Source: an optimization exercise on an open RTL-to-GDS flow (aim: small area). Production flows keep margins and buffers that such runs may drop.
Only simulation tests tie the RTL to the original design; equivalence was not proved.
Power figures rest on the tool's default switching activity, not on a simulated workload.

==> module top, before the edit <==
module top (output reg         uart_txd,
            output wire [63:0] data_out_64,
            output reg         data_out_done,
            input  wire        clk,
            input  wire        rst_n,
            input  wire [63:0] data_in_64,
            input  wire        manual_start,
            input  wire        uart_rxd);
    parameter CLK_F    = 50_000_000;
    parameter UART_BPS = 115200;
    parameter CLK_GOAL = CLK_F / UART_BPS;     
    function [8:0] lfsr;
        input integer n;
        integer i;
        begin
            lfsr = 9'd0;
            for (i = 0; i < n; i = i + 1)
                lfsr = {lfsr[7:0], ~(lfsr[8] ^ lfsr[4])};
        end
    endfunction
    localparam [8:0] ONE    = lfsr(1);
    localparam [8:0] LAST   = lfsr(CLK_GOAL - 1);
    localparam [8:0] SAMPLE = lfsr(CLK_GOAL / 2);
    reg        ms_1;         
    reg  [3:0] t_state;      
    reg [63:0] t_word;       
    reg        t_en, t_en0;  
    reg        t_end;        
    reg        t_flag;
    reg  [8:0] t_clk;
    reg  [3:0] t_cnt;
    reg  [7:0] t_data;
    reg        t_txd;
    wire [7:0] t_sel = {~t_state[2] &  t_state[3],
                        ~t_state[1] &  t_state[2],
                        ~t_state[0] &  t_state[1],
                         t_state[3] &  t_state[0],
                        ~t_state[3] &  t_state[2],
                        ~t_state[2] &  t_state[1],
                        ~t_state[1] &  t_state[0],
                        ~t_state[3] & ~t_state[0]};
    reg [7:0] t_byte;
    integer k;
    always @(*) begin
        t_byte = 8'd0;
        for (k = 0; k < 8; k = k + 1)
            t_byte = t_byte | (t_word[k*8 +: 8] & {8{t_sel[k]}});
    end
    wire t_next  = t_end || (manual_start && !ms_1);
    wire t_start = t_en && !t_en0;
    always @(posedge clk or negedge rst_n)
        if (!rst_n) begin
            ms_1    <= 1'b0;
            t_state <= 4'b1000;
            t_en    <= 1'b0;
            t_en0   <= 1'b0;
            t_end   <= 1'b0;
            t_flag  <= 1'b0;
            t_clk   <= 9'd0;
            t_cnt   <= 4'd0;
            t_txd   <= 1'b1;
            uart_txd <= 1'b1;
        end else begin
            ms_1  <= manual_start;
            t_en  <= t_next;
            t_en0 <= t_en;
            t_end <= t_cnt == 4'd10 && t_clk == ONE;
            if (t_next)
                t_state <= {t_state[2:0], ~t_state[3]};
            if (t_start)
                t_flag <= 1'b1;
            else if (t_cnt == 4'd10)
                t_flag <= 1'b0;
            if (!t_flag) begin
                t_clk <= 9'd0;
                t_cnt <= 4'd0;
            end else if (t_clk != LAST) begin
                t_clk <= {t_clk[7:0], ~(t_clk[8] ^ t_clk[4])};
            end else begin
                t_clk <= 9'd0;
                t_cnt <= t_cnt + 4'd1;
            end
            if (!t_flag)
                t_txd <= 1'b1;
            else case (t_cnt)
                4'd0: t_txd <= 1'b0;
                4'd1: t_txd <= t_data[0];
                4'd2: t_txd <= t_data[1];
                4'd3: t_txd <= t_data[2];
                4'd4: t_txd <= t_data[3];
                4'd5: t_txd <= t_data[4];
                4'd6: t_txd <= t_data[5];
                4'd7: t_txd <= t_data[6];
                4'd8: t_txd <= t_data[7];
                default: t_txd <= 1'b1;
            endcase
            uart_txd <= t_txd;
        end
    always @(posedge clk) begin
        if (t_next && t_sel[7])
            t_word <= data_in_64;
        if (t_start)
            t_data <= t_byte;
    end
    reg        rxd_1;
    reg        r_flag;
    reg  [8:0] r_clk;
    reg  [3:0] r_cnt;
    reg [63:0] r_shift;      
    reg [63:0] r_word;       
    reg        r_none;       
    reg  [3:0] r_state;      
    reg        done_1;       
    wire r_sample = r_clk == SAMPLE && r_cnt >= 4'd1 && r_cnt <= 4'd8;
    wire r_byte   = r_cnt == 4'd10 && r_clk == ONE;    
    wire r_load   = data_out_done && !done_1;
    always @(posedge clk or negedge rst_n)
        if (!rst_n) begin
            rxd_1   <= 1'b1;
            r_flag  <= 1'b0;
            r_clk   <= 9'd0;
            r_cnt   <= 4'd0;
            r_state <= 4'd8;
            data_out_done <= 1'b0;
            done_1  <= 1'b0;
            r_none  <= 1'b1;
        end else begin
            rxd_1 <= uart_rxd;
            if (rxd_1 && !uart_rxd)
                r_flag <= 1'b1;
            else if (r_cnt == 4'd10)
                r_flag <= 1'b0;
            if (!r_flag) begin
                r_clk <= 9'd0;
                r_cnt <= 4'd0;
            end else if (r_clk != LAST) begin
                r_clk <= {r_clk[7:0], ~(r_clk[8] ^ r_clk[4])};
            end else begin
                r_clk <= 9'd0;
                r_cnt <= r_cnt + 4'd1;
            end
            if (r_byte)
                r_state <= (r_state[3] || r_state[2:0] == 3'd7) ? 4'd0 : r_state + 4'd1;
            data_out_done <= r_state == 4'd7;
            done_1 <= data_out_done;
            if (r_load)
                r_none <= 1'b0;
        end
    always @(posedge clk) begin
        if (r_sample)
            r_shift <= {~uart_rxd, r_shift[63:1]};
        if (r_load)
            r_word <= r_shift;
    end
    assign data_out_64 = ~(r_word | {64{r_none}});
endmodule
export LEC_CHECK = 0
export CAP_MARGIN = 20
export CORE_MARGIN = 2
export CORE_UTILIZATION = 60
export SLEW_MARGIN = 20
create_clock -name core_clock -period 20.0 [get_ports {clk}]
standard.sh (not shown) runs the stock make flow with config.mk's settings and CLKGATE_MAP_FILE= SYNTH_SCRIPT=/design/flow/synth_recipe.tcl, a recipe that flattens the netlist after the stock synthesis.
==> flow/flow/run.sh <==
#!/bin/bash
# Own layout flow: the standard flow (standard synthesis unchanged), with the port
# buffers made from the smallest buffer and clock tree synthesis without dummy loads.
# Each step's full log is in orfs/logs/; standard.sh's own output goes to standard.log.
set -euo pipefail
CTS="-sink_clustering_enable -repair_clock_nets -dont_use_dummy_load"
if [[ -f flow/cts_args ]]; then CTS="$(cat flow/cts_args)"; fi
bash standard.sh \
  "BUFFER_PORTS_ARGS=-buffer_cell sky130_fd_sc_hd__buf_1" \
  "CTS_ARGS=$CTS" \
  finish > standard.log 2>&1
==> flow/flow/cts_args <==
-sink_clustering_enable -repair_clock_nets -dont_use_dummy_load -buf_list sky130_fd_sc_hd__clkbuf_4 -sink_clustering_size 10 -sink_clustering_max_diameter 40
The starting point finished with timing, DRC and antenna clean.
Rerun with:
--- a/flow/design.v
+++ b/flow/design.v
@@ -51,39 +51,31 @@
     wire t_start = t_en && !t_en0;
     always @(posedge clk or negedge rst_n)
         if (!rst_n) begin
             ms_1    <= 1'b0;
             t_state <= 4'b1000;
             t_en    <= 1'b0;
-            t_en0   <= 1'b0;
             t_end   <= 1'b0;
             t_flag  <= 1'b0;
-            t_clk   <= 9'd0;
             t_cnt   <= 4'd0;
             t_txd   <= 1'b1;
             uart_txd <= 1'b1;
         end else begin
             ms_1  <= manual_start;
             t_en  <= t_next;
-            t_en0 <= t_en;
             t_end <= t_cnt == 4'd10 && t_clk == ONE;
             if (t_next)
                 t_state <= {t_state[2:0], ~t_state[3]};
             if (t_start)
                 t_flag <= 1'b1;
             else if (t_cnt == 4'd10)
                 t_flag <= 1'b0;
-            if (!t_flag) begin
-                t_clk <= 9'd0;
+            if (!t_flag)
                 t_cnt <= 4'd0;
-            end else if (t_clk != LAST) begin
-                t_clk <= {t_clk[7:0], ~(t_clk[8] ^ t_clk[4])};
-            end else begin
-                t_clk <= 9'd0;
+            else if (t_clk == LAST)
                 t_cnt <= t_cnt + 4'd1;
-            end
             if (!t_flag)
                 t_txd <= 1'b1;
             else case (t_cnt)
                 4'd0: t_txd <= 1'b0;
                 4'd1: t_txd <= t_data[0];
                 4'd2: t_txd <= t_data[1];
@@ -95,12 +87,17 @@
                 4'd8: t_txd <= t_data[7];
                 default: t_txd <= 1'b1;
             endcase
             uart_txd <= t_txd;
         end
     always @(posedge clk) begin
+        t_en0 <= t_en;
+        if (!t_flag || t_clk == LAST)
+            t_clk <= 9'd0;
+        else
+            t_clk <= {t_clk[7:0], ~(t_clk[8] ^ t_clk[4])};
         if (t_next && t_sel[7])
             t_word <= data_in_64;
         if (t_start)
             t_data <= t_byte;
     end
     reg        rxd_1;
@@ -116,41 +113,38 @@
     wire r_byte   = r_cnt == 4'd10 && r_clk == ONE;    
     wire r_load   = data_out_done && !done_1;
     always @(posedge clk or negedge rst_n)
         if (!rst_n) begin
             rxd_1   <= 1'b1;
             r_flag  <= 1'b0;
-            r_clk   <= 9'd0;
             r_cnt   <= 4'd0;
             r_state <= 4'd8;
             data_out_done <= 1'b0;
-            done_1  <= 1'b0;
             r_none  <= 1'b1;
         end else begin
             rxd_1 <= uart_rxd;
             if (rxd_1 && !uart_rxd)
                 r_flag <= 1'b1;
             else if (r_cnt == 4'd10)
                 r_flag <= 1'b0;
-            if (!r_flag) begin
-                r_clk <= 9'd0;
+            if (!r_flag)
                 r_cnt <= 4'd0;
-            end else if (r_clk != LAST) begin
-                r_clk <= {r_clk[7:0], ~(r_clk[8] ^ r_clk[4])};
-            end else begin
-                r_clk <= 9'd0;
+            else if (r_clk == LAST)
                 r_cnt <= r_cnt + 4'd1;
-            end
             if (r_byte)
                 r_state <= (r_state[3] || r_state[2:0] == 3'd7) ? 4'd0 : r_state + 4'd1;
             data_out_done <= r_state == 4'd7;
-            done_1 <= data_out_done;
             if (r_load)
                 r_none <= 1'b0;
         end
     always @(posedge clk) begin
+        done_1 <= data_out_done;
+        if (!r_flag || r_clk == LAST)
+            r_clk <= 9'd0;
+        else
+            r_clk <= {r_clk[7:0], ~(r_clk[8] ^ r_clk[4])};
         if (r_sample)
             r_shift <= {~uart_rxd, r_shift[63:1]};
         if (r_load)
             r_word <= r_shift;
     end
     assign data_out_64 = ~(r_word | {64{r_none}});
Effect: The new run ran to the end with no violations. Die area came out lower by 0.97%. Power increases by 0.88%. Routed wire length rises by 4.5%. Core utilization increases by 0.10 points. First-iteration DRC count falls by 7.9%. Via count went up by 1.1%. Non-clock buffer count goes up by 1. Final area fell by 0.61%. Register-to-register slack degrades by 0.43 ns. Setup slack is worse by 0.079 ns. Sequential power barely changes. Clock power increases by about 3%. Final cell count is higher by 0.93%. Count of clock-buffer cells in the layout went up by 1.

re-timing with driven ports:
No port has a modelled driver above. Below, the same layouts with a new extraction and two added sets of constraints. Step 1 assumes that a clkbuf_16 drives the clock port and a buf_2 every other input. Step 2 times the ports against the registers' clock, not the clock port: input delays grow and output delays shrink by t, the midpoint of the rising clock arrivals with the driver on. a / b / c = ideal / step 1 / step 2; a / b = the first two.
run	t, ns	setup WS [ns]	hold slack, ns	clock arrival spread, ns	pins driven straight from the clock port
the first run	0.607	14.141 / 14.108 / 14.424	0.364 / 0.364 / 0.364	0.054 / 0.053	1
the second run	0.620	14.061 / 14.025 / 13.988	0.329 / 0.329 / 0.329	0.062 / 0.062	1
After both steps every run listed still meets setup and hold. The setup slack of the second run, which loses most, moves by -0.036 ns with the drivers and by -0.073 ns with both steps.
